From an optimization exercise on the open Yosys and OpenROAD flow, aimed at small area; shortcuts taken in it are not production practice. The RTL was checked by simulation tests, not by an equivalence proof against the original design.

### flow/config.mk
export PLATFORM = sky130hd
export DESIGN_NAME = rx_fullsuma_error_top
export DESIGN_NICKNAME = rx_fullsuma_error_top
export VERILOG_FILES = /design/flow/design.v
export SDC_FILE = /design/flow/constraint.sdc
export NUM_CORES = 4
export LEC_CHECK = 0
export CAP_MARGIN = 0
export CORE_MARGIN = 2
export CORE_UTILIZATION = 60
export GPL_ROUTABILITY_DRIVEN = 0
export GPL_TIMING_DRIVEN = 0
export PLACE_DENSITY = 0.7
export SLEW_MARGIN = 0
export SYNTH_HIERARCHICAL = 1
### flow/constraint.sdc
create_clock -name core_clock -period 7.0 [get_ports {rx_clk}]
set_input_delay 1.4000 -clock core_clock [delete_from_list [all_inputs] [get_ports {rx_clk}]]
set_output_delay 1.4000 -clock core_clock [all_outputs]
set_load 0.01 [all_outputs]
### flow/design.v
module rx_fullsuma_error_top(
	input [31:0] rx_data,
	input rx_clk,
	input reset,
	input trans_en,
	output reg tx_serial,
	output reg led_3c,
	input aligned,
	input [3:0] rx_k
);
localparam [2:0] S_RST = 3'd1, S_IDLE = 3'd0, S_PKT = 3'd4, S_PKTA = 3'd5,
                 S_EOP = 3'd2, S_WAIT = 3'd6, S_SEND = 3'd7;
localparam [1:0] F_IDLE = 2'd0, F_SOP = 2'd1, F_WAIT = 2'd2, F_ERR = 2'd3;
localparam [3:0] U_IDLE = 4'd1, U_WAIT = 4'd7, U_STOP = 4'd0;
reg [2:0] st;
reg aux;
reg [1:0] f3;
reg [3:0] up;
reg [10:0] bcq;
reg [6:0] pq;       
reg [19:0] cw;
reg [7:0] tot;
reg [4:0] err;
wire k0 = rx_k[0];
wire low_dc = rx_data[7:0] == 8'hDC;
wire nlow_dc = ~low_dc;
wire is_sop = (rx_data[7:0] == 8'h3C) & k0;
wire is_eop = low_dc & k0;
wire en = st == S_PKT;
wire nen = ~en;
wire [31:0] o;
wire [6:1] on;    
bx2 u_o31 (.a(pq[5]), .b(pq[6]), .y(o[31]));
bx2 u_o30 (.a(pq[4]), .b(pq[5]), .y(o[30]));
bx2 u_o29 (.a(pq[3]), .b(pq[4]), .y(o[29]));
bx2 u_o28 (.a(pq[2]), .b(pq[3]), .y(o[28]));
bx2 u_o27 (.a(pq[1]), .b(pq[2]), .y(o[27]));
bxn2 u_o26 (.a(pq[0]), .b(pq[1]), .y(o[26]));
bx2 u_o25 (.a(o[31]), .b(pq[0]), .y(o[25]));
genvar gi;
generate for (gi = 7; gi < 25; gi = gi + 1) begin : g_prbs
	bx2 u_o (.a(o[gi + 6]), .b(o[gi + 7]), .y(o[gi]));
end endgenerate
bxn2 u_on6 (.a(o[12]), .b(o[13]), .y(on[6]));
generate for (gi = 1; gi < 6; gi = gi + 1) begin : g_prbsn
	bxn2 u_o (.a(o[gi + 6]), .b(o[gi + 7]), .y(on[gi]));
end endgenerate
bxn2 u_o0 (.a(on[6]), .b(o[7]), .y(o[0]));
wire [31:0] x;
bc0 u_xl0 (.d(rx_data[0]), .o(o[0]), .ns(nlow_dc), .x(x[0]));
bc0n u_xl1 (.d(rx_data[1]), .on(on[1]), .s(low_dc), .x(x[1]));
bc1n u_xl2 (.d(rx_data[2]), .on(on[2]), .ns(nlow_dc), .x(x[2]));
bc1n u_xl3 (.d(rx_data[3]), .on(on[3]), .ns(nlow_dc), .x(x[3]));
bc1n u_xl4 (.d(rx_data[4]), .on(on[4]), .ns(nlow_dc), .x(x[4]));
bc0n u_xl5 (.d(rx_data[5]), .on(on[5]), .s(low_dc), .x(x[5]));
bc1n u_xl6 (.d(rx_data[6]), .on(on[6]), .ns(nlow_dc), .x(x[6]));
wire xl7n; bnor u_xln7 (.a(o[7]), .b(low_dc), .y(xl7n)); bxn2 u_xl7 (.a(rx_data[7]), .b(xl7n), .y(x[7]));
generate for (gi = 8; gi < 28; gi = gi + 1) begin : g_xm
	bcm u_x (.d(rx_data[gi]), .o(o[gi]), .c(cw[gi - 8]), .s(low_dc), .x(x[gi]));
end endgenerate
wire [31:28] xhn;
generate for (gi = 28; gi < 32; gi = gi + 1) begin : g_xh
	bxn2 u_n (.a(rx_data[gi]), .b(o[gi]), .y(xhn[gi]));
	bnor u_x (.a(xhn[gi]), .b(low_dc), .y(x[gi]));
end endgenerate
wire [19:0] crc_upd;
wire [4:0] pc;
wire [153:0] cx;
bx2 u_cx0 (.a(rx_data[23]), .b(cw[11]), .y(cx[0]));
bx2 u_cx1 (.a(rx_data[12]), .b(cw[0]), .y(cx[1]));
bx2 u_cx2 (.a(rx_data[11]), .b(cx[0]), .y(cx[2]));
bx2 u_cx3 (.a(rx_data[31]), .b(cw[19]), .y(cx[3]));
bx2 u_cx4 (.a(rx_data[21]), .b(cw[9]), .y(cx[4]));
bx2 u_cx5 (.a(rx_data[14]), .b(cw[2]), .y(cx[5]));
bx2 u_cx6 (.a(rx_data[30]), .b(cw[18]), .y(cx[6]));
bx2 u_cx7 (.a(rx_data[13]), .b(cw[1]), .y(cx[7]));
bx2 u_cx8 (.a(rx_data[26]), .b(cw[14]), .y(cx[8]));
bx2 u_cx9 (.a(rx_data[27]), .b(cw[15]), .y(cx[9]));
bx2 u_cx10 (.a(rx_data[22]), .b(cw[10]), .y(cx[10]));
bx2 u_cx11 (.a(rx_data[4]), .b(rx_data[8]), .y(cx[11]));
bx2 u_cx12 (.a(rx_data[5]), .b(rx_data[9]), .y(cx[12]));
bx2 u_cx13 (.a(rx_data[3]), .b(cx[1]), .y(cx[13]));
bx2 u_cx14 (.a(rx_data[18]), .b(cw[6]), .y(cx[14]));
bx2 u_cx15 (.a(rx_data[2]), .b(rx_data[6]), .y(cx[15]));
bx2 u_cx16 (.a(rx_data[0]), .b(cx[8]), .y(cx[16]));
bx2 u_cx17 (.a(rx_data[17]), .b(cw[5]), .y(cx[17]));
bx2 u_cx18 (.a(rx_data[20]), .b(cw[8]), .y(cx[18]));
bx2 u_cx19 (.a(rx_data[19]), .b(cw[7]), .y(cx[19]));
bx2 u_cx20 (.a(rx_data[15]), .b(cw[3]), .y(cx[20]));
bx2 u_cx21 (.a(rx_data[16]), .b(cw[4]), .y(cx[21]));
bx2 u_cx22 (.a(rx_data[24]), .b(cw[12]), .y(cx[22]));
bx2 u_cx23 (.a(rx_data[29]), .b(cw[17]), .y(cx[23]));
bx2 u_cx24 (.a(rx_data[1]), .b(rx_data[10]), .y(cx[24]));
bx2 u_cx25 (.a(rx_data[25]), .b(cw[13]), .y(cx[25]));
bx2 u_cx26 (.a(rx_data[28]), .b(cw[16]), .y(cx[26]));
bx2 u_cx27 (.a(cx[3]), .b(cx[10]), .y(cx[27]));
bx2 u_cx28 (.a(cx[4]), .b(cx[20]), .y(cx[28]));
bx2 u_cx29 (.a(cx[5]), .b(cx[18]), .y(cx[29]));
bx2 u_cx30 (.a(rx_data[7]), .b(cx[13]), .y(cx[30]));
bx2 u_cx31 (.a(cx[7]), .b(cx[19]), .y(cx[31]));
bx2 u_cx32 (.a(cx[6]), .b(cx[28]), .y(cx[32]));
bx2 u_cx33 (.a(cx[2]), .b(cx[15]), .y(cx[33]));
bx2 u_cx34 (.a(cx[12]), .b(cx[24]), .y(cx[34]));
bx2 u_cx35 (.a(cx[9]), .b(cx[31]), .y(cx[35]));
bx2 u_cx36 (.a(cx[23]), .b(cx[29]), .y(cx[36]));
bx2 u_cx37 (.a(cx[16]), .b(cx[26]), .y(cx[37]));
bx2 u_cx38 (.a(rx_data[6]), .b(cx[11]), .y(cx[38]));
bx2 u_cx39 (.a(cx[0]), .b(cx[22]), .y(cx[39]));
bx2 u_cx40 (.a(cx[6]), .b(cx[30]), .y(cx[40]));
bx2 u_cx41 (.a(cx[25]), .b(cx[33]), .y(cx[41]));
bx2 u_cx42 (.a(cx[21]), .b(cx[27]), .y(cx[42]));
bx2 u_cx43 (.a(cx[30]), .b(cx[38]), .y(cx[43]));
bx2 u_cx44 (.a(cx[14]), .b(cx[22]), .y(cx[44]));
bx2 u_cx45 (.a(cx[3]), .b(cx[25]), .y(cx[45]));
bx2 u_cx46 (.a(rx_data[10]), .b(cx[17]), .y(cx[46]));
bx2 u_cx47 (.a(cx[5]), .b(cx[37]), .y(cx[47]));
bx2 u_cx48 (.a(rx_data[8]), .b(cx[41]), .y(cx[48]));
bx2 u_cx49 (.a(rx_data[7]), .b(cx[11]), .y(cx[49]));
bx2 u_cx50 (.a(cx[21]), .b(cx[32]), .y(cx[50]));
bx2 u_cx51 (.a(cx[17]), .b(cx[45]), .y(cx[51]));
bx2 u_cx52 (.a(rx_data[4]), .b(cx[24]), .y(cx[52]));
bx2 u_cx53 (.a(rx_data[3]), .b(cx[34]), .y(cx[53]));
bx2 u_cx54 (.a(cx[42]), .b(cx[53]), .y(cx[54]));
bx2 u_cx55 (.a(cx[2]), .b(cx[43]), .y(cx[55]));
bx2 u_cx56 (.a(cx[4]), .b(cx[9]), .y(cx[56]));
bx2 u_cx57 (.a(cx[12]), .b(cx[29]), .y(cx[57]));
bx2 u_cx58 (.a(rx_data[1]), .b(cx[27]), .y(cx[58]));
bx2 u_cx59 (.a(cx[15]), .b(cx[47]), .y(cx[59]));
bx2 u_cx60 (.a(cx[32]), .b(cx[58]), .y(cx[60]));
bx2 u_cx61 (.a(rx_data[9]), .b(cx[11]), .y(cx[61]));
bx2 u_cx62 (.a(cx[10]), .b(cx[49]), .y(cx[62]));
bx2 u_cx63 (.a(rx_data[5]), .b(cx[40]), .y(cx[63]));
bx2 u_cx64 (.a(cx[1]), .b(cx[21]), .y(cx[64]));
bx2 u_cx65 (.a(cx[26]), .b(cx[35]), .y(cx[65]));
bx2 u_cx66 (.a(cx[12]), .b(cx[59]), .y(cx[66]));
bx2 u_cx67 (.a(cx[9]), .b(cx[13]), .y(cx[67]));
bx2 u_cx68 (.a(cx[14]), .b(cx[16]), .y(cx[68]));
bx2 u_cx69 (.a(rx_data[0]), .b(cx[56]), .y(cx[69]));
bx2 u_cx70 (.a(cx[23]), .b(cx[46]), .y(cx[70]));
bx2 u_cx71 (.a(rx_data[0]), .b(cx[61]), .y(cx[71]));
bx2 u_cx72 (.a(cx[8]), .b(cx[44]), .y(cx[72]));
bx2 u_cx73 (.a(cx[7]), .b(cx[37]), .y(cx[73]));
bx2 u_cx74 (.a(cx[73]), .b(cx[39]), .y(cx[74]));
bx2 u_cx75 (.a(cx[74]), .b(cx[43]), .y(cx[75]));
bx2 u_cx76 (.a(cx[75]), .b(cx[60]), .y(cx[76]));
bx2 u_cx77 (.a(cx[23]), .b(cx[25]), .y(cx[77]));
bx2 u_cx78 (.a(cx[77]), .b(cx[50]), .y(cx[78]));
bx2 u_cx79 (.a(cx[78]), .b(cx[66]), .y(cx[79]));
bx2 u_cx80 (.a(cx[79]), .b(cx[67]), .y(cx[80]));
bx2 u_cx81 (.a(rx_data[8]), .b(cx[39]), .y(cx[81]));
bx2 u_cx82 (.a(cx[81]), .b(cx[64]), .y(cx[82]));
bx2 u_cx83 (.a(cx[82]), .b(cx[69]), .y(cx[83]));
bx2 u_cx84 (.a(cx[83]), .b(cx[70]), .y(cx[84]));
bx2 u_cx85 (.a(rx_data[9]), .b(cx[28]), .y(cx[85]));
bx2 u_cx86 (.a(cx[85]), .b(cx[51]), .y(cx[86]));
bx2 u_cx87 (.a(cx[86]), .b(cx[55]), .y(cx[87]));
bx2 u_cx88 (.a(cx[87]), .b(cx[68]), .y(cx[88]));
bx2 u_cx89 (.a(cx[34]), .b(cx[35]), .y(cx[89]));
bx2 u_cx90 (.a(cx[89]), .b(cx[62]), .y(cx[90]));
bx2 u_cx91 (.a(cx[90]), .b(cx[64]), .y(cx[91]));
bx2 u_cx92 (.a(cx[91]), .b(cx[72]), .y(cx[92]));
bx2 u_cx93 (.a(cx[46]), .b(cx[48]), .y(cx[93]));
bx2 u_cx94 (.a(cx[93]), .b(cx[57]), .y(cx[94]));
bx2 u_cx95 (.a(cx[94]), .b(cx[65]), .y(cx[95]));
bx2 u_cx96 (.a(cx[2]), .b(cx[6]), .y(cx[96]));
bx2 u_cx97 (.a(cx[96]), .b(cx[7]), .y(cx[97]));
bx2 u_cx98 (.a(cx[97]), .b(cx[14]), .y(cx[98]));
bx2 u_cx99 (.a(cx[98]), .b(cx[24]), .y(cx[99]));
bx2 u_cx100 (.a(cx[99]), .b(cx[27]), .y(cx[100]));
bx2 u_cx101 (.a(cx[100]), .b(cx[36]), .y(cx[101]));
bx2 u_cx102 (.a(cx[101]), .b(cx[71]), .y(cx[102]));
bx2 u_cx103 (.a(rx_data[3]), .b(rx_data[10]), .y(cx[103]));
bx2 u_cx104 (.a(cx[103]), .b(rx_data[11]), .y(cx[104]));
bx2 u_cx105 (.a(cx[104]), .b(cx[31]), .y(cx[105]));
bx2 u_cx106 (.a(cx[105]), .b(cx[62]), .y(cx[106]));
bx2 u_cx107 (.a(cx[106]), .b(cx[66]), .y(cx[107]));
bx2 u_cx108 (.a(cx[9]), .b(cx[20]), .y(cx[108]));
bx2 u_cx109 (.a(cx[108]), .b(cx[34]), .y(cx[109]));
bx2 u_cx110 (.a(cx[109]), .b(cx[36]), .y(cx[110]));
bx2 u_cx111 (.a(cx[110]), .b(cx[55]), .y(cx[111]));
bx2 u_cx112 (.a(rx_data[2]), .b(cx[2]), .y(cx[112]));
bx2 u_cx113 (.a(cx[112]), .b(cx[16]), .y(cx[113]));
bx2 u_cx114 (.a(cx[113]), .b(cx[54]), .y(cx[114]));
bx2 u_cx115 (.a(cx[17]), .b(cx[22]), .y(cx[115]));
bx2 u_cx116 (.a(cx[115]), .b(cx[33]), .y(cx[116]));
bx2 u_cx117 (.a(cx[116]), .b(cx[52]), .y(cx[117]));
bx2 u_cx118 (.a(cx[117]), .b(cx[67]), .y(cx[118]));
bx2 u_cx119 (.a(rx_data[5]), .b(cx[48]), .y(cx[119]));
bx2 u_cx120 (.a(cx[119]), .b(cx[60]), .y(cx[120]));
bx2 u_cx121 (.a(cx[120]), .b(cx[68]), .y(cx[121]));
bx2 u_cx122 (.a(rx_data[2]), .b(cx[50]), .y(cx[122]));
bx2 u_cx123 (.a(cx[122]), .b(cx[65]), .y(cx[123]));
bx2 u_cx124 (.a(cx[123]), .b(cx[71]), .y(cx[124]));
bx2 u_cx125 (.a(cx[17]), .b(cx[26]), .y(cx[125]));
bx2 u_cx126 (.a(cx[125]), .b(cx[36]), .y(cx[126]));
bx2 u_cx127 (.a(cx[126]), .b(cx[54]), .y(cx[127]));
bx2 u_cx128 (.a(rx_data[4]), .b(cx[14]), .y(cx[128]));
bx2 u_cx129 (.a(cx[128]), .b(cx[32]), .y(cx[129]));
bx2 u_cx130 (.a(cx[129]), .b(cx[33]), .y(cx[130]));
bx2 u_cx131 (.a(cx[130]), .b(cx[70]), .y(cx[131]));
bx2 u_cx132 (.a(rx_data[11]), .b(cx[19]), .y(cx[132]));
bx2 u_cx133 (.a(cx[132]), .b(cx[42]), .y(cx[133]));
bx2 u_cx134 (.a(cx[133]), .b(cx[44]), .y(cx[134]));
bx2 u_cx135 (.a(cx[134]), .b(cx[63]), .y(cx[135]));
bx2 u_cx136 (.a(cx[0]), .b(cx[1]), .y(cx[136]));
bx2 u_cx137 (.a(cx[136]), .b(cx[18]), .y(cx[137]));
bx2 u_cx138 (.a(cx[137]), .b(cx[31]), .y(cx[138]));
bx2 u_cx139 (.a(cx[138]), .b(cx[38]), .y(cx[139]));
bx2 u_cx140 (.a(cx[139]), .b(cx[51]), .y(cx[140]));
bx2 u_cx141 (.a(rx_data[7]), .b(cx[4]), .y(cx[141]));
bx2 u_cx142 (.a(cx[141]), .b(cx[7]), .y(cx[142]));
bx2 u_cx143 (.a(cx[142]), .b(cx[57]), .y(cx[143]));
bx2 u_cx144 (.a(cx[143]), .b(cx[72]), .y(cx[144]));
bx2 u_cx145 (.a(cx[35]), .b(cx[39]), .y(cx[145]));
bx2 u_cx146 (.a(cx[145]), .b(cx[40]), .y(cx[146]));
bx2 u_cx147 (.a(cx[146]), .b(cx[45]), .y(cx[147]));
bx2 u_cx148 (.a(cx[147]), .b(cx[47]), .y(cx[148]));
bx2 u_cx149 (.a(cx[148]), .b(cx[52]), .y(cx[149]));
bx2 u_cx150 (.a(cx[10]), .b(cx[36]), .y(cx[150]));
bx2 u_cx151 (.a(cx[150]), .b(cx[41]), .y(cx[151]));
bx2 u_cx152 (.a(cx[151]), .b(cx[63]), .y(cx[152]));
bx2 u_cx153 (.a(cx[152]), .b(cx[69]), .y(cx[153]));
assign crc_upd[0] = cx[76];
assign crc_upd[1] = cx[80];
assign crc_upd[2] = cx[84];
assign crc_upd[3] = cx[88];
assign crc_upd[4] = cx[92];
assign crc_upd[5] = cx[95];
assign crc_upd[6] = cx[102];
assign crc_upd[7] = cx[107];
assign crc_upd[8] = cx[111];
assign crc_upd[9] = cx[114];
assign crc_upd[10] = cx[118];
assign crc_upd[11] = cx[121];
assign crc_upd[12] = cx[124];
assign crc_upd[13] = cx[127];
assign crc_upd[14] = cx[131];
assign crc_upd[15] = cx[135];
assign crc_upd[16] = cx[140];
assign crc_upd[17] = cx[144];
assign crc_upd[18] = cx[149];
assign crc_upd[19] = cx[153];
wire pf0_s, pf0_c; bfa u_pf0 (.a(x[0]), .b(x[1]), .c(x[2]), .s(pf0_s), .co(pf0_c));
wire pf1_s, pf1_c; bfa u_pf1 (.a(x[3]), .b(x[4]), .c(x[5]), .s(pf1_s), .co(pf1_c));
wire pf2_s, pf2_c; bfa u_pf2 (.a(x[6]), .b(x[7]), .c(x[8]), .s(pf2_s), .co(pf2_c));
wire pf3_s, pf3_c; bfa u_pf3 (.a(x[9]), .b(x[10]), .c(x[11]), .s(pf3_s), .co(pf3_c));
wire pf4_s, pf4_c; bfa u_pf4 (.a(x[12]), .b(x[13]), .c(x[14]), .s(pf4_s), .co(pf4_c));
wire pf5_s, pf5_c; bfa u_pf5 (.a(x[15]), .b(x[16]), .c(x[17]), .s(pf5_s), .co(pf5_c));
wire pf6_s, pf6_c; bfa u_pf6 (.a(x[18]), .b(x[19]), .c(x[20]), .s(pf6_s), .co(pf6_c));
wire pf7_s, pf7_c; bfa u_pf7 (.a(x[21]), .b(x[22]), .c(x[23]), .s(pf7_s), .co(pf7_c));
wire pf8_s, pf8_c; bfa u_pf8 (.a(x[24]), .b(x[25]), .c(x[26]), .s(pf8_s), .co(pf8_c));
wire pf9_s, pf9_c; bfa u_pf9 (.a(x[27]), .b(x[28]), .c(x[29]), .s(pf9_s), .co(pf9_c));
wire pf10_s, pf10_c; bfa u_pf10 (.a(x[30]), .b(x[31]), .c(pf0_s), .s(pf10_s), .co(pf10_c));
wire pf11_s, pf11_c; bfa u_pf11 (.a(pf1_s), .b(pf2_s), .c(pf3_s), .s(pf11_s), .co(pf11_c));
wire pf12_s, pf12_c; bfa u_pf12 (.a(pf4_s), .b(pf5_s), .c(pf6_s), .s(pf12_s), .co(pf12_c));
wire pf13_s, pf13_c; bfa u_pf13 (.a(pf7_s), .b(pf8_s), .c(pf9_s), .s(pf13_s), .co(pf13_c));
wire pf14_s, pf14_c; bfa u_pf14 (.a(pf10_s), .b(pf11_s), .c(pf12_s), .s(pf14_s), .co(pf14_c));
wire ph0_s, ph0_c; bha u_ph0 (.a(pf13_s), .b(pf14_s), .s(ph0_s), .co(ph0_c));
wire pf15_s, pf15_c; bfa u_pf15 (.a(pf0_c), .b(pf1_c), .c(pf2_c), .s(pf15_s), .co(pf15_c));
wire pf16_s, pf16_c; bfa u_pf16 (.a(pf3_c), .b(pf4_c), .c(pf5_c), .s(pf16_s), .co(pf16_c));
wire pf17_s, pf17_c; bfa u_pf17 (.a(pf6_c), .b(pf7_c), .c(pf8_c), .s(pf17_s), .co(pf17_c));
wire pf18_s, pf18_c; bfa u_pf18 (.a(pf9_c), .b(pf10_c), .c(pf11_c), .s(pf18_s), .co(pf18_c));
wire pf19_s, pf19_c; bfa u_pf19 (.a(pf12_c), .b(pf13_c), .c(pf15_s), .s(pf19_s), .co(pf19_c));
wire pf20_s, pf20_c; bfa u_pf20 (.a(pf16_s), .b(pf17_s), .c(pf14_c), .s(pf20_s), .co(pf20_c));
wire pf21_s, pf21_c; bfa u_pf21 (.a(pf18_s), .b(pf19_s), .c(ph0_c), .s(pf21_s), .co(pf21_c));
wire ph1_s, ph1_c; bha u_ph1 (.a(pf20_s), .b(pf21_s), .s(ph1_s), .co(ph1_c));
wire pf22_s, pf22_c; bfa u_pf22 (.a(pf15_c), .b(pf16_c), .c(pf17_c), .s(pf22_s), .co(pf22_c));
wire pf23_s, pf23_c; bfa u_pf23 (.a(pf18_c), .b(pf19_c), .c(pf22_s), .s(pf23_s), .co(pf23_c));
wire pf24_s, pf24_c; bfa u_pf24 (.a(pf20_c), .b(pf23_s), .c(pf21_c), .s(pf24_s), .co(pf24_c));
wire ph2_s, ph2_c; bha u_ph2 (.a(ph1_c), .b(pf24_s), .s(ph2_s), .co(ph2_c));
wire pf25_s, pf25_c; bfa u_pf25 (.a(pf22_c), .b(pf23_c), .c(pf24_c), .s(pf25_s), .co(pf25_c));
wire ph3_s, ph3_c; bha u_ph3 (.a(ph2_c), .b(pf25_s), .s(ph3_s), .co(ph3_c));
wire pcx0; bx2 u_pcx0 (.a(pf25_c), .b(ph3_c), .y(pcx0));
assign pc[0] = ph0_s;
assign pc[1] = ph1_s;
assign pc[2] = ph2_s;
assign pc[3] = ph3_s;
assign pc[4] = pcx0;
wire wait_done = ~cw[1] & ~cw[4] & ~cw[5] & cw[7] & cw[9] & cw[10] & cw[11] & ~cw[12] & cw[14];
wire cnt_en = en & (nlow_dc | (k0 & ~aux));
wire tx_ready = f3 == F_SOP || f3 == F_ERR;
wire [10:0] bc = bcq ^ 11'b01010101010;
wire strobe = bc[0] & bc[2] & bc[3] & ~bc[5] & bc[7] & bc[9] & ~bc[10];
wire tx_done = up == U_STOP;
wire f_err = f3 == F_ERR;
wire start = (up == U_IDLE) & tx_ready;
wire [4:0] err_d;
generate for (gi = 0; gi < 5; gi = gi + 1) begin : g_err
	band u_e (.a(pc[gi]), .b(cnt_en), .y(err_d[gi]));
end endgenerate
wire nclr = st != S_IDLE;
wire [7:0] tot_s;
wire [7:0] tc;
bha u_t0 (.a(tot[0]), .b(err[0]), .s(tot_s[0]), .co(tc[0]));
generate for (gi = 1; gi < 5; gi = gi + 1) begin : g_tf
	bfa u_t (.a(tot[gi]), .b(err[gi]), .c(tc[gi - 1]), .s(tot_s[gi]), .co(tc[gi]));
end endgenerate
bha u_t5 (.a(tot[5]), .b(tc[4]), .s(tot_s[5]), .co(tc[5]));
bha u_t6 (.a(tot[6]), .b(tc[5]), .s(tot_s[6]), .co(tc[6]));
bx2 u_t7 (.a(tot[7]), .b(tc[6]), .y(tot_s[7]));
wire tot_sh = strobe & f_err & up[3];
wire tot_keep = nclr & ~tot_sh;
wire [7:0] tot_d;
generate for (gi = 0; gi < 7; gi = gi + 1) begin : g_tc
	bsel2 u_c (.a(tot_keep), .x(tot_s[gi]), .b(tot_sh), .y(tot[gi + 1]), .d(tot_d[gi]));
end endgenerate
band u_tc7 (.a(tot_keep), .b(tot_s[7]), .y(tot_d[7]));
localparam [10:0] BC_LOAD = 11'd475;
localparam [10:0] BCQ_LOAD = BC_LOAD ^ 11'b01010101010;
wire bc_ld = start | strobe;
wire nbc_ld = ~bc_ld;
wire bc_fbn;
bxn2 u_bcf (.a(bcq[10]), .b(bcq[8]), .y(bc_fbn));
wire [10:0] bcq_d;
wire [10:0] bcq_shn = {bcq[9:0], bc_fbn};
generate for (gi = 0; gi < 11; gi = gi + 1) begin : g_bc
	if ((BCQ_LOAD >> gi) & 1)
		bnand u_b (.a(bcq_shn[gi]), .b(nbc_ld), .y(bcq_d[gi]));
	else
		bnor u_b (.a(bcq_shn[gi]), .b(bc_ld), .y(bcq_d[gi]));
end endgenerate
wire [6:0] pq_n = {on[6:1], o[0]};
wire [6:0] pq_d;
generate for (gi = 0; gi < 7; gi = gi + 1) begin : g_ps
	bsel1 u_p (.set(reset), .a(en), .an(nen), .x(pq_n[gi]), .y(pq[gi]), .d(pq_d[gi]));
end endgenerate
wire cw_set = reset | st == S_RST | st == S_IDLE | st == S_EOP | st == S_PKTA | st == S_SEND;
wire cw_wt = st == S_WAIT;
wire cw_nwt = ~cw_wt;
wire cw_fb;
bx2 u_cwf (.a(cw[4]), .b(cw[15]), .y(cw_fb));
wire [15:0] cw_sh = {cw[14:0], cw_fb};
wire [19:0] cw_d;
generate for (gi = 0; gi < 16; gi = gi + 1) begin : g_cw
	bsel1 u_c (.set(cw_set), .a(cw_wt), .an(cw_nwt), .x(cw_sh[gi]), .y(crc_upd[gi]), .d(cw_d[gi]));
end endgenerate
generate for (gi = 16; gi < 20; gi = gi + 1) begin : g_cwh
	bor u_c (.a(crc_upd[gi]), .b(cw_set), .y(cw_d[gi]));
end endgenerate
wire c3c;
bx2 u_c3c (.a(up[2]), .b(up[1]), .y(c3c));
wire tx_val = up[3] ? (f_err ? tot[0] : c3c) : ~up[1];
wire [3:0] up_s;
wire [2:0] up_c;
bha u_up0 (.a(up[0]), .b(strobe), .s(up_s[0]), .co(up_c[0]));
bha u_up1 (.a(up[1]), .b(up_c[0]), .s(up_s[1]), .co(up_c[1]));
bha u_up2 (.a(up[2]), .b(up_c[1]), .s(up_s[2]), .co(up_c[2]));
bx2 u_up3 (.a(up[3]), .b(up_c[2]), .y(up_s[3]));
wire up_idle = up == U_IDLE;
wire [3:0] up_d = reset ? U_IDLE : up_idle ? (tx_ready ? U_WAIT : U_IDLE) : up_s;
wire f3_t1;
bx2 u_f31 (.a(f3[1]), .b(f3[0] & tx_done), .y(f3_t1));
wire f3_n0 = f3[0] ? ~tx_done : f3[1] ? (st == S_SEND) & ~tx_done : en;
wire [1:0] f3_d = reset ? 2'b00 : {f3_t1, f3_n0};
always @(*) begin
	led_3c = aux | (st != S_RST && st != S_IDLE);
end
always @(posedge rx_clk) begin
	pq <= pq_d;
	cw <= cw_d;
	err <= err_d;
	tot <= tot_d;
	bcq <= bcq_d;
	if (reset)
		tx_serial <= 1'b1;
	else if (strobe)
		tx_serial <= tx_val;
	up <= up_d;
	f3 <= f3_d;
	if (reset) begin
		st <= S_RST;
		aux <= 1'b0;
	end else begin
		case (st)
			S_RST: st <= S_IDLE;
			S_IDLE: if (is_sop) st <= S_PKT;
			S_PKT, S_PKTA: st <= is_eop ? S_EOP : S_PKT;
			S_EOP: begin
				aux <= 1'b1;
				if (aux) st <= S_WAIT;
			end
			S_WAIT: if (wait_done) st <= S_SEND; else if (is_sop) st <= S_PKTA;
			S_SEND: if (f3 == F_IDLE) st <= S_IDLE;
			default: st <= S_RST;
		endcase
	end
end
endmodule
module bx2(input a, input b, output y);
	assign y = a ^ b;
endmodule
module bxn2(input a, input b, output y);
	assign y = ~(a ^ b);
endmodule
module bfa(input a, input b, input c, output s, output co);
	assign s = a ^ b ^ c;
	assign co = (a & b) | (a & c) | (b & c);
endmodule
module bha(input a, input b, output s, output co);
	assign s = a ^ b;
	assign co = a & b;
endmodule
module bcm(input d, input o, input c, input s, output x);
	assign x = d ^ (s ? c : o);
endmodule
module bc1n(input d, input on, input ns, output x);
	assign x = d ^ ~(ns & on);
endmodule
module bc0n(input d, input on, input s, output x);
	assign x = d ^ ~(s | on);
endmodule
module bc1(input d, input o, input s, output x);
	assign x = d ^ (s | o);
endmodule
module bc0(input d, input o, input ns, output x);
	assign x = d ^ (ns & o);
endmodule
module bcg(input d, input o, input ns, output x);
	assign x = ns & (d ^ o);
endmodule
module bsel2(input a, input x, input b, input y, output d);
	assign d = (a & x) | (b & y);
endmodule
module bnand(input a, input b, output y);
	assign y = ~(a & b);
endmodule
module bnor(input a, input b, output y);
	assign y = ~(a | b);
endmodule
module band(input a, input b, output y);
	assign y = a & b;
endmodule
module bor(input a, input b, output y);
	assign y = a | b;
endmodule
module bsel1(input set, input a, input an, input x, input y, output d);
	assign d = set | (a & x) | (an & y);
endmodule
### flow/flow/run.sh
#!/bin/bash
# The standard layout (standard.sh), with two changes:
# - the port buffers are the smallest buffer cell, buf_1, instead of the resizer's pick;
# - clock tree synthesis clusters sinks more coarsely and adds no dummy loads.
# make's output goes to make_finish.log here; ORFS keeps each step's log under orfs/logs.
set -euo pipefail
bash standard.sh \
  "BUFFER_PORTS_ARGS=-buffer_cell sky130_fd_sc_hd__buf_1" \
  "CTS_ARGS=-sink_clustering_enable -repair_clock_nets -sink_clustering_size 30 -sink_clustering_max_diameter 200 -buf_list sky130_fd_sc_hd__clkbuf_8 -dont_use_dummy_load" \
  finish > make_finish.log 2>&1
### flow/standard.sh
#!/bin/bash
# synth_recipe.tcl (not shown) runs the flow's synth.tcl, then flattens the netlist and writes it again
# the make line also repeats each setting of config.mk as NAME=value (left out here)
make -C /OpenROAD-flow-scripts/flow DESIGN_CONFIG=/design/flow/config.mk WORK_HOME=/design/flow/orfs CLKGATE_MAP_FILE= SYNTH_SCRIPT=/design/flow/synth_recipe.tcl "${@:-finish}"
==> impl_metrics.toml <==
[place]
dp_cells = 633
port_buffers = 36
place_ws_ps = -104
hpwl_um = 10400

[final_layout]
multi_input_area_mm2 = 0.00379
final_layout_size_suffix_gt1_share_pct = 2.98
final_common_cell = "xor2_1"
synthToLayoutAreaGrowth_pct = 8.49
final_net_count = 619
layout.cells.non_filler = 642
seq_area_mm2 = 0.00124
diodes = 0
mostFrequentLayoutCells = "190 x xor2_1, 62 x dfxtp_1, 36 x buf_1"
fillers = 690

[global_route]
grt_max_degree = 21
grt_pass1_vias = 3764
grt_pass1_wl_um = 19700
grtUsageTotal_pct = 29.4
antenna_found_initial = 0
grt-ovfl-total = 0

[clock_tree]
clk_latency_ps = 340
cts_resized = 0
clock-root-buffer = "clkbuf_8"
cts_hold_buf = 0
cts.path.max_buffers = 2
post_cts_buffers = 0
cts.sinks = 62
tritoncts = "done"
cts_htree_levels = 3
cts.clk_slew.worst_paths_ps = 70
cts_buffers = 9

[sta]
tightest_slew_ps = 843
max_freq_ghz = 0.149
slew_headroom_pct = 43.4
finalSetupViolations = 0
skew_ps = 21.4
slew_viol_final = 0
min_period_over_period_pct = 96.0
fin_crit_ps = 6720
timing.final.ws_setup_ps = 283
rsz0062_at_grt = "no"
finalHoldViolCount = 0

[routing]
firstDrtPassIters = 5
via_count = 3726
vias_per_cell = 5.80
routed_wl_um = 12800
routedWlPerCell_um = 20.0
route.detailed.drc = 0
drt_iter0_markers = 198
ant_nets = 0

[worst_hold_path]
min-delay-start = "bcq[4]"
hold_class = "register to register"
whs_path_depth = 1
min_to = "bcq[5]"

[floorplan]
io_pins = 42
coreArea_mm2 = 0.00818
fp.dieArea_mm2 = 0.00917
die_x_um = 95.8
num_rows = 33
dieHeight_um = 95.8
start_util_pct = 61.8

[critical_path]
crit_path_start_kind = "input port"
rr_worst_depth = 18
crit_path_end_kind = "register"
worstSetupPathType = "input port to register"
cp_max_fo = 13
cp.required_ps = 7230
rrSetupSlack_ps = 660
r2r-start = "pq[5]"
reg2reg_to = "err[4]"
crit_arrival_ps = 6950

[yosys]
synthTopCellsByArea = "xor2_1 33%, dfxtp_1 25%, fa_1 12%"
synth_cells = 490
synth_area_mm2 = 0.00505
syn_avg_cell_area_um2 = 10.3
synth_fp_nets = 570
ys_types = 39
synth_seq_cells = 62
ys_warn_count = 7
seq_area_frac_synth_pct = 24.6
synth_top_area_cell = "xor2_1"
yosys.area.top_type_share_pct = 32.9

[flow_run]
drv_cap = 0

[run_status]
status = "complete, no violations"
-- area by class of cell --
class                      count  share of cell area (%)
tap                          105                    2.40
buffer                         4                   0.274
inverter                       5                   0.342
sequential                    62                    22.6
multi-input combinational    419                    69.1
timing repair buffer          38                    3.01
clock buffer                   9                    2.26
-- worst max-delay path, stage by stage --
cell and delay, ps:
buf_1 370, nand4b_1 290, nor4_4 700, buf_8 240, buf_8 160, mux2i_1 220
xnor2_1 160, fa_1 470, fa_1 570, fa_1 420, ha_1 210, fa_1 380
fa_1 390, fa_1 450, ha_1 200, xor2_1 150, and2_1 150
-- state kept, by name, indices dropped and copies added, names as in the netlist --
register and count:
pq 7, st 3, bcq 11, up 4, tot 8, tx_serial 1
f3 2, err 5, cw 20, aux 1
-- metal layers --
metal / part of all wire (%) / track usage, %
met1: 43 / 38.6
met2: 47 / 47.4
met3: 6.2 / 5.25
met4: 4.0 / 13.1
met5: 0 / 0
-- cell usage after synthesis (all sizes together) --
library cell and number:
o32ai 1, and2 7, nor2 18, fa 30, clkbuf 4, o31ai 1, o22ai 1, xor2 190
a31oi 1, dfxtp 62, and4 1, nand4b 2, or2 5, a21oi 6, a32oi 1, nand3 1
inv 5, nor4 3, and3b 1, nand2b 2, nor3 4, or3 5, a221o 23, a22o 7
a311o 1, or4b 1, a2bb2oi 1, o21ai 4, nor2b 5, and3 1, a211o 1, nand2 26
ha 10, mux2i 23, nand4bb 1, xnor2 35
-- metrics by stage --
step	TNS, ps	hold WS (ps)	area (µm²)	utilization [%]
global placement	-2270	356	5330	65.2
finish	0	387	5480	67.0
CTS	0	384	5480	67.0
global route	0	405	5480	67.0
floorplan	0	352	5060	-
detailed placement	-125	365	5360	65.5
-- logic make-up (layout without fill, tap and decap cells) --
logic type      count (synthesis)  in the layout  synth area share, %
compound gates                 48             48                 8.05
xor+xnor                      225            225                 39.0
fa+ha+maj                      40             40                 14.4
buf+inv                         9             56                0.669
flops                          62             62                 24.6
mux                            23             23                 4.56
simple gates                   83             83                 8.79
-- per-module statistics from Yosys (local to each module, per instance), excerpt --
module	cells	copies in the design	area (µm²)	flops+latches
band	1	6	6.26	0
bc0	2	1	12.5	0
bc0n	2	2	12.5	0
bc1n	2	4	12.5	0
bcm	2	20	18.8	0
bha	1	10	12.5	0
bnand	1	6	3.75	0
bnor	1	10	3.75	0
bor	1	4	6.26	0
bsel1	1	23	10.0	0
bsel2	1	7	8.76	0
bx2	1	184	8.76	0
bxn2	1	14	8.76	0
rx_fullsuma_error_top	142	1	1720	62
-- worst max-delay path by stage --
stage	startpoint	endpoint	slack, ps	cells after the start
after floorplan	rx_data[0]	err[4]	60	15
after CTS	rx_data[2]	err[4]	240	17
final	rx_data[2]	err[4]	280	17
after global placement	rx_data[2]	err[4]	-910	16
after detailed placement	rx_data[2]	err[4]	-100	17
after global routing	rx_data[2]	err[4]	20	17

[re-timing with driven ports]
The results above use ideal ports. As a check the final layout listed here was re-extracted and re-timed, cells and wires unchanged.
Step 1 sets driving cells, clkbuf_16 on the clock port and buf_2 on the other inputs (assumed; they add their load-dependent delay and slew).
Step 2 times the ports against the registers' clock, not the clock port: input delays grow and output delays shrink by t, the midpoint of the rising clock arrivals with the driver on.
Slacks: ideal / step 1 / step 2; pairs: ideal / step 1.
shift t [ns]: 0.361
setup slack, ns: 0.283 / 0.295 / -0.066
hold WS [ns]: 0.387 / 0.387 / 0.387
clock arrival spread, ns: 0.023 / 0.022
cell pins on the clock port's net: 1
With both steps, setup timing fails in this run, where it was met with ideal ports. The setup slack of this run moves by +0.012 ns with the drivers and by -0.349 ns with both steps.
